What follows belongs to an exercise in optimizing a design on an open flow for small area; a production flow would make more cautious choices. Function was checked by simulation only, so behaviour that the tests miss may differ from the original.

==> 05-27: inputs <==
// PWMConvert
module PWMConvert(GCK, Vsync, mode, rst, OUT, data, addr, en);
input            GCK;
input            Vsync;
input            mode;
input            rst;
input     [15:0] data;
output    [15:0] OUT;
output    [ 8:0] addr;
output           en;
reg       [15:0] OUT;
reg       [15:0] R;         
reg       [ 6:0] Q;         
reg       [ 1:0] lc;        
reg              pf;        
reg              pf_d;      
reg              xfer;      
reg              p9_d;      
reg       [ 4:0] early [0:15];
reg       [ 4:0] cs    [0:15];
integer i;
wire l1   = ~Vsync & (lc == 2'd0);
wire [6:0] base = pf ? Q : Q - 7'd1;
always @(posedge GCK or posedge rst) begin
  if (rst) begin
    lc   <= 2'd3;
    Q    <= 7'd1;
    pf   <= 1'b1;
    pf_d <= 1'b0;
    xfer <= 1'b0;
    p9_d <= 1'b0;
  end
  else begin
    lc   <= Vsync ? 2'd0 : lc + 2'd1;
    if (l1) Q <= Q + 7'd1;
    pf   <= l1 | (pf & (R[3:0] != 4'd14));
    pf_d <= pf;
    xfer <= ~Vsync & (lc == 2'd1);
    p9_d <= base[5];
  end
end
always @(posedge GCK) begin
  R <= (l1 | rst) ? 16'hffff : R + 16'd1;
end
assign addr = {base[4:0], R[3:0]};
assign en   = mode ? base[6] : base[5];
  ...
==> module PWMConvert, before the edit <==
module PWMConvert(GCK, Vsync, mode, rst, OUT, data, addr, en);
input            GCK;
input            Vsync;
input            mode;
input            rst;
input     [15:0] data;
output    [15:0] OUT;
output    [ 8:0] addr;
output           en;
reg       [15:0] OUT;
reg       [15:0] R;         
reg       [ 6:0] Q;         
reg       [ 1:0] lc;        
reg              pf;        
reg              pf_d;      
reg              xfer;      
reg              p9_d;      
reg       [ 4:0] early [0:15];
reg       [ 4:0] cs    [0:15];
integer i;
wire l1   = ~Vsync & (lc == 2'd0);
wire [6:0] base = pf ? Q : Q - 7'd1;
always @(posedge GCK or posedge rst) begin
  if (rst) begin
    lc   <= 2'd3;
    Q    <= 7'd1;
    pf   <= 1'b1;
    pf_d <= 1'b0;
    xfer <= 1'b0;
    p9_d <= 1'b0;
  end
  else begin
    lc   <= Vsync ? 2'd0 : lc + 2'd1;
    if (l1) Q <= Q + 7'd1;
    pf   <= l1 | (pf & (R[3:0] != 4'd14));
    pf_d <= pf;
    xfer <= ~Vsync & (lc == 2'd1);
    p9_d <= base[5];
  end
end
always @(posedge GCK) begin
  R <= (l1 | rst) ? 16'hffff : R + 16'd1;
end
assign addr = {base[4:0], R[3:0]};
assign en   = mode ? base[6] : base[5];
wire [15:0] m    = mode ? {1'b0, data[15:1]} : data;
wire        cin  = mode & data[0] & ~p9_d;
wire [ 4:0] vl5  = {1'b0, m[3:0]} + {4'b0, cin};   
wire [11:0] mh   = m[15:4];
wire [11:0] Rh   = R[15:4];
reg  [11:0] tp, tm;
integer b;
always @(*) begin
  tp[0] = 1'b1;
  tm[0] = 1'b1;
  for (b = 1; b < 12; b = b + 1) begin
    tp[b] = tp[b-1] &  Rh[b-1];
    tm[b] = tm[b-1] & ~Rh[b-1];
  end
end
wire [11:0] x   = mh ^ Rh;
wire        eqA = (x == 12'd0);    
wire        eqP = (x == tp);       
wire        eqM = (x == tm);       
wire        hi0 = vl5[4] ? eqM : eqA;    
wire        hi1 = vl5[4] ? eqA : eqP;    
wire        lge = (vl5[3:0] >= R[3:0]);
wire arm      = (hi0 & lge) | (hi1 & ~lge);       
wire early_ok = hi0 | (hi1 & ~lge);               
wire [4:0] v5 = {m[4] ^ vl5[4], vl5[3:0]};
wire [4:0] k  = pf_d ? v5 : v5 - R[4:0];
reg  [4:0] lfsr_pre;
always @(*) begin
  case (k)
      5'd0: lfsr_pre = 5'h00;
      5'd1: lfsr_pre = 5'h0f;
      5'd2: lfsr_pre = 5'h08;
      5'd3: lfsr_pre = 5'h1b;
      5'd4: lfsr_pre = 5'h02;
      5'd5: lfsr_pre = 5'h0e;
      5'd6: lfsr_pre = 5'h18;
      5'd7: lfsr_pre = 5'h13;
      5'd8: lfsr_pre = 5'h16;
      5'd9: lfsr_pre = 5'h04;
      5'd10: lfsr_pre = 5'h0d;
      5'd11: lfsr_pre = 5'h09;
      5'd12: lfsr_pre = 5'h0b;
      5'd13: lfsr_pre = 5'h0a;
      5'd14: lfsr_pre = 5'h1a;
      5'd15: lfsr_pre = 5'h12;
      5'd16: lfsr_pre = 5'h06;
      5'd17: lfsr_pre = 5'h0c;
      5'd18: lfsr_pre = 5'h19;
      5'd19: lfsr_pre = 5'h03;
      5'd20: lfsr_pre = 5'h1e;
      5'd21: lfsr_pre = 5'h10;
      5'd22: lfsr_pre = 5'h07;
      5'd23: lfsr_pre = 5'h1c;
      5'd24: lfsr_pre = 5'h11;
      5'd25: lfsr_pre = 5'h17;
      5'd26: lfsr_pre = 5'h14;
      5'd27: lfsr_pre = 5'h05;
      5'd28: lfsr_pre = 5'h1d;
      5'd29: lfsr_pre = 5'h01;
      5'd30: lfsr_pre = 5'h1f;
      default: lfsr_pre = 5'h00;
  endcase
end
wire [4:0] bus = (pf_d & ~early_ok) ? 5'h15 : lfsr_pre;
always @(posedge GCK) begin
  if (pf_d) begin
    early[15] <= ~bus;
    for (i = 0; i < 15; i = i + 1) early[i] <= early[i + 1];
  end
  for (i = 0; i < 16; i = i + 1) begin
    if (xfer)
      cs[i] <= ~early[(i + 1) & 15];
    else if (~pf_d && arm && R[3:0] == ((i + 1) & 15))
      cs[i] <= bus;
    else
      cs[i] <= {~cs[i][3:0], ~(cs[i][4] ^ cs[i][2])};
  end
end
always @(posedge GCK or posedge rst) begin
  if (rst) OUT <= 16'b0;
  else begin
    for (i = 0; i < 16; i = i + 1) begin
      if (xfer)               OUT[i] <= 1'b1;
      else if (cs[i] == 5'd0) OUT[i] <= 1'b0;
    end
  end
end
endmodule
export LEC_CHECK = 0
export CAP_MARGIN = 20
export CORE_MARGIN = 2
export CORE_UTILIZATION = 40
export SLEW_MARGIN = 20
create_clock -name core_clock -period 4.0 [get_ports {GCK}]
run.sh (not shown) runs the stock make flow with config.mk's settings and CLKGATE_MAP_FILE= SYNTH_SCRIPT=/design/flow/synth_recipe.tcl, a recipe that flattens the netlist after the stock synthesis.
==> 11-08 (differences from 05-27) <==
==> flow/design.v (replaced) <==
module PWMConvert(GCK, Vsync, mode, rst, OUT, data, addr, en);
input            GCK;
input            Vsync;
input            mode;
input            rst;
input     [15:0] data;
output    [15:0] OUT;
output    [ 8:0] addr;
output           en;
reg       [15:0] OUT;
reg       [15:0] S;         
reg       [ 6:0] Q;         
reg       [ 1:0] lc;        
reg              pf_d;      
reg              p9_d;      
reg       [ 4:0] early [0:15];
reg       [ 4:0] c     [0:15];
integer i;
wire l1   = ~Vsync & (lc == 2'd0);
wire xfer = ~Vsync & (lc == 2'd2);
wire pf   = (S[15:4] == 12'd0);
always @(posedge GCK or posedge rst) begin
  if (rst) begin
    lc   <= 2'd3;
    S    <= 16'd0;
    Q    <= 7'd1;
    pf_d <= 1'b0;
    p9_d <= 1'b0;
  end
  else begin
    lc   <= Vsync ? 2'd0 : lc + 2'd1;
    S    <= l1 ? 16'd0 : S + 16'd1;
    if (l1) Q <= Q + 7'd1;
    pf_d <= pf;
    p9_d <= base[5];
  end
end
wire [6:0] base = pf ? Q : Q - 7'd1;
assign addr = {base[4:0], S[3:0]};
assign en   = mode ? base[6] : base[5];
wire [15:0] m   = mode ? {1'b0, data[15:1]} : data;
wire        cin = mode & data[0] & ~p9_d;
wire [15:0] v   = m + cin;
wire [17:0] d   = {2'b0, v} + 18'd1 - {2'b0, S};
wire arm   = (d[17:4] == 14'd0);              
wire early_ok = d[17] | (d[16:4] == 13'd0);   
wire [4:0] k = pf_d ? v[4:0] : d[4:0];
reg  [4:0] lfsr_pre;
always @(*) begin
  case (k)
      5'd0: lfsr_pre = 5'h00;
      5'd1: lfsr_pre = 5'h10;
      5'd2: lfsr_pre = 5'h18;
      5'd3: lfsr_pre = 5'h0c;
      5'd4: lfsr_pre = 5'h06;
      5'd5: lfsr_pre = 5'h13;
      5'd6: lfsr_pre = 5'h09;
      5'd7: lfsr_pre = 5'h14;
      5'd8: lfsr_pre = 5'h1a;
      5'd9: lfsr_pre = 5'h0d;
      5'd10: lfsr_pre = 5'h16;
      5'd11: lfsr_pre = 5'h1b;
      5'd12: lfsr_pre = 5'h1d;
      5'd13: lfsr_pre = 5'h1e;
      5'd14: lfsr_pre = 5'h0f;
      5'd15: lfsr_pre = 5'h17;
      5'd16: lfsr_pre = 5'h0b;
      5'd17: lfsr_pre = 5'h15;
      5'd18: lfsr_pre = 5'h0a;
      5'd19: lfsr_pre = 5'h05;
      5'd20: lfsr_pre = 5'h02;
      5'd21: lfsr_pre = 5'h11;
      5'd22: lfsr_pre = 5'h08;
      5'd23: lfsr_pre = 5'h04;
      5'd24: lfsr_pre = 5'h12;
      5'd25: lfsr_pre = 5'h19;
      5'd26: lfsr_pre = 5'h1c;
      5'd27: lfsr_pre = 5'h0e;
      5'd28: lfsr_pre = 5'h07;
      5'd29: lfsr_pre = 5'h03;
      5'd30: lfsr_pre = 5'h01;
      default: lfsr_pre = 5'h00;
  endcase
end
wire [4:0] bus = (pf_d & ~early_ok) ? 5'h1f : lfsr_pre;
always @(posedge GCK) begin
  for (i = 0; i < 16; i = i + 1) begin
    if (pf_d && S[3:0] == ((i + 1) & 15)) early[i] <= bus;
    if (xfer)
      c[i] <= early[i];
    else if (~pf_d && arm && S[3:0] == ((i + 1) & 15))
      c[i] <= bus;
    else
      c[i] <= {c[i][3:0], ~(c[i][4] ^ c[i][2])};
  end
end
always @(posedge GCK or posedge rst) begin
  if (rst) OUT <= 16'b0;
  else begin
    for (i = 0; i < 16; i = i + 1) begin
      if (xfer)              OUT[i] <= 1'b1;
      else if (c[i] == 5'd0) OUT[i] <= 1'b0;
    end
  end
end
endmodule
==> notes.md <==
Top Registers c (80), early (80); Synth Register Bits between 200 and 250; Post-Synth XOR/XNOR Area 0.0398; HP Start early[14][2]; status finished with violations; P per Cell Area slightly above 600 nW/µm²; Layout Check Fails setup timing; DR vias 9920; final worst slack -0.937 ns; Detail Route met2 WL approximately 15000 µm; Std-Cell Rows 60; vias in the first global route around 9700; final setup violation count 160; P_leak approximately 0.0056 µW; Gate Count Post-Synth 1177; largest stage delay on the critical path 0.59 ns; area occupied by multi-input gates slightly below 6000 µm²; Reg area 5080 µm²; WL/cell 19.4 µm
That was 11-08.
==> notes.md <==
Top Registers cs (80), early (80); top_reg_cell synth dfxtp_1; Post-Synth XOR/XNOR Area 0.0612; P per Cell Area just under 700 nW/µm²; Inverters 27; final worst slack -0.0490 ns; Reg area approximately 5100 µm²; final setup violation count 10; Synth Register Bits 205; area occupied by multi-input gates around 5000 µm²; Gate Count Post-Synth approximately 960; DR vias about 8000; WL/cell between 15 and 20 µm; P_leak about 0.005 µW; largest stage delay on the critical path around 0.50 ns; HP Start cs[10][1]; vias in the first global route about 7800; Layout Check Fails setup timing; Std-Cell Rows 58; status finished with violations
That was 05-27.

[separate check: timing with driven ports]
How much do the figures lean on ideal ports? The routed layouts below were timed once more, with nothing changed but the port constraints. Step 1 assumes that a clkbuf_16 drives the clock port and a buf_2 every other input. Step 2 moves the port delays by t, midway between the first and last clock arrival at a register: inputs arrive t later, outputs are due t later. That takes back most of the time a late clock gives input paths. Slacks: ideal ports / drivers / drivers and shift; pairs: ideal ports / drivers.
run	t (ns)	setup slack, ns	worst register clock-pin slew, ns	worst slew at a driven data input, ns
05-27	0.539	-0.049 / -0.047 / -0.586	0.06 / 0.06	0.06
11-08	0.573	-0.937 / -0.929 / -1.502	0.06 / 0.06	0.05
The setup slack of 11-08, which loses most, moves by +0.008 ns with the drivers and by -0.565 ns with both steps.
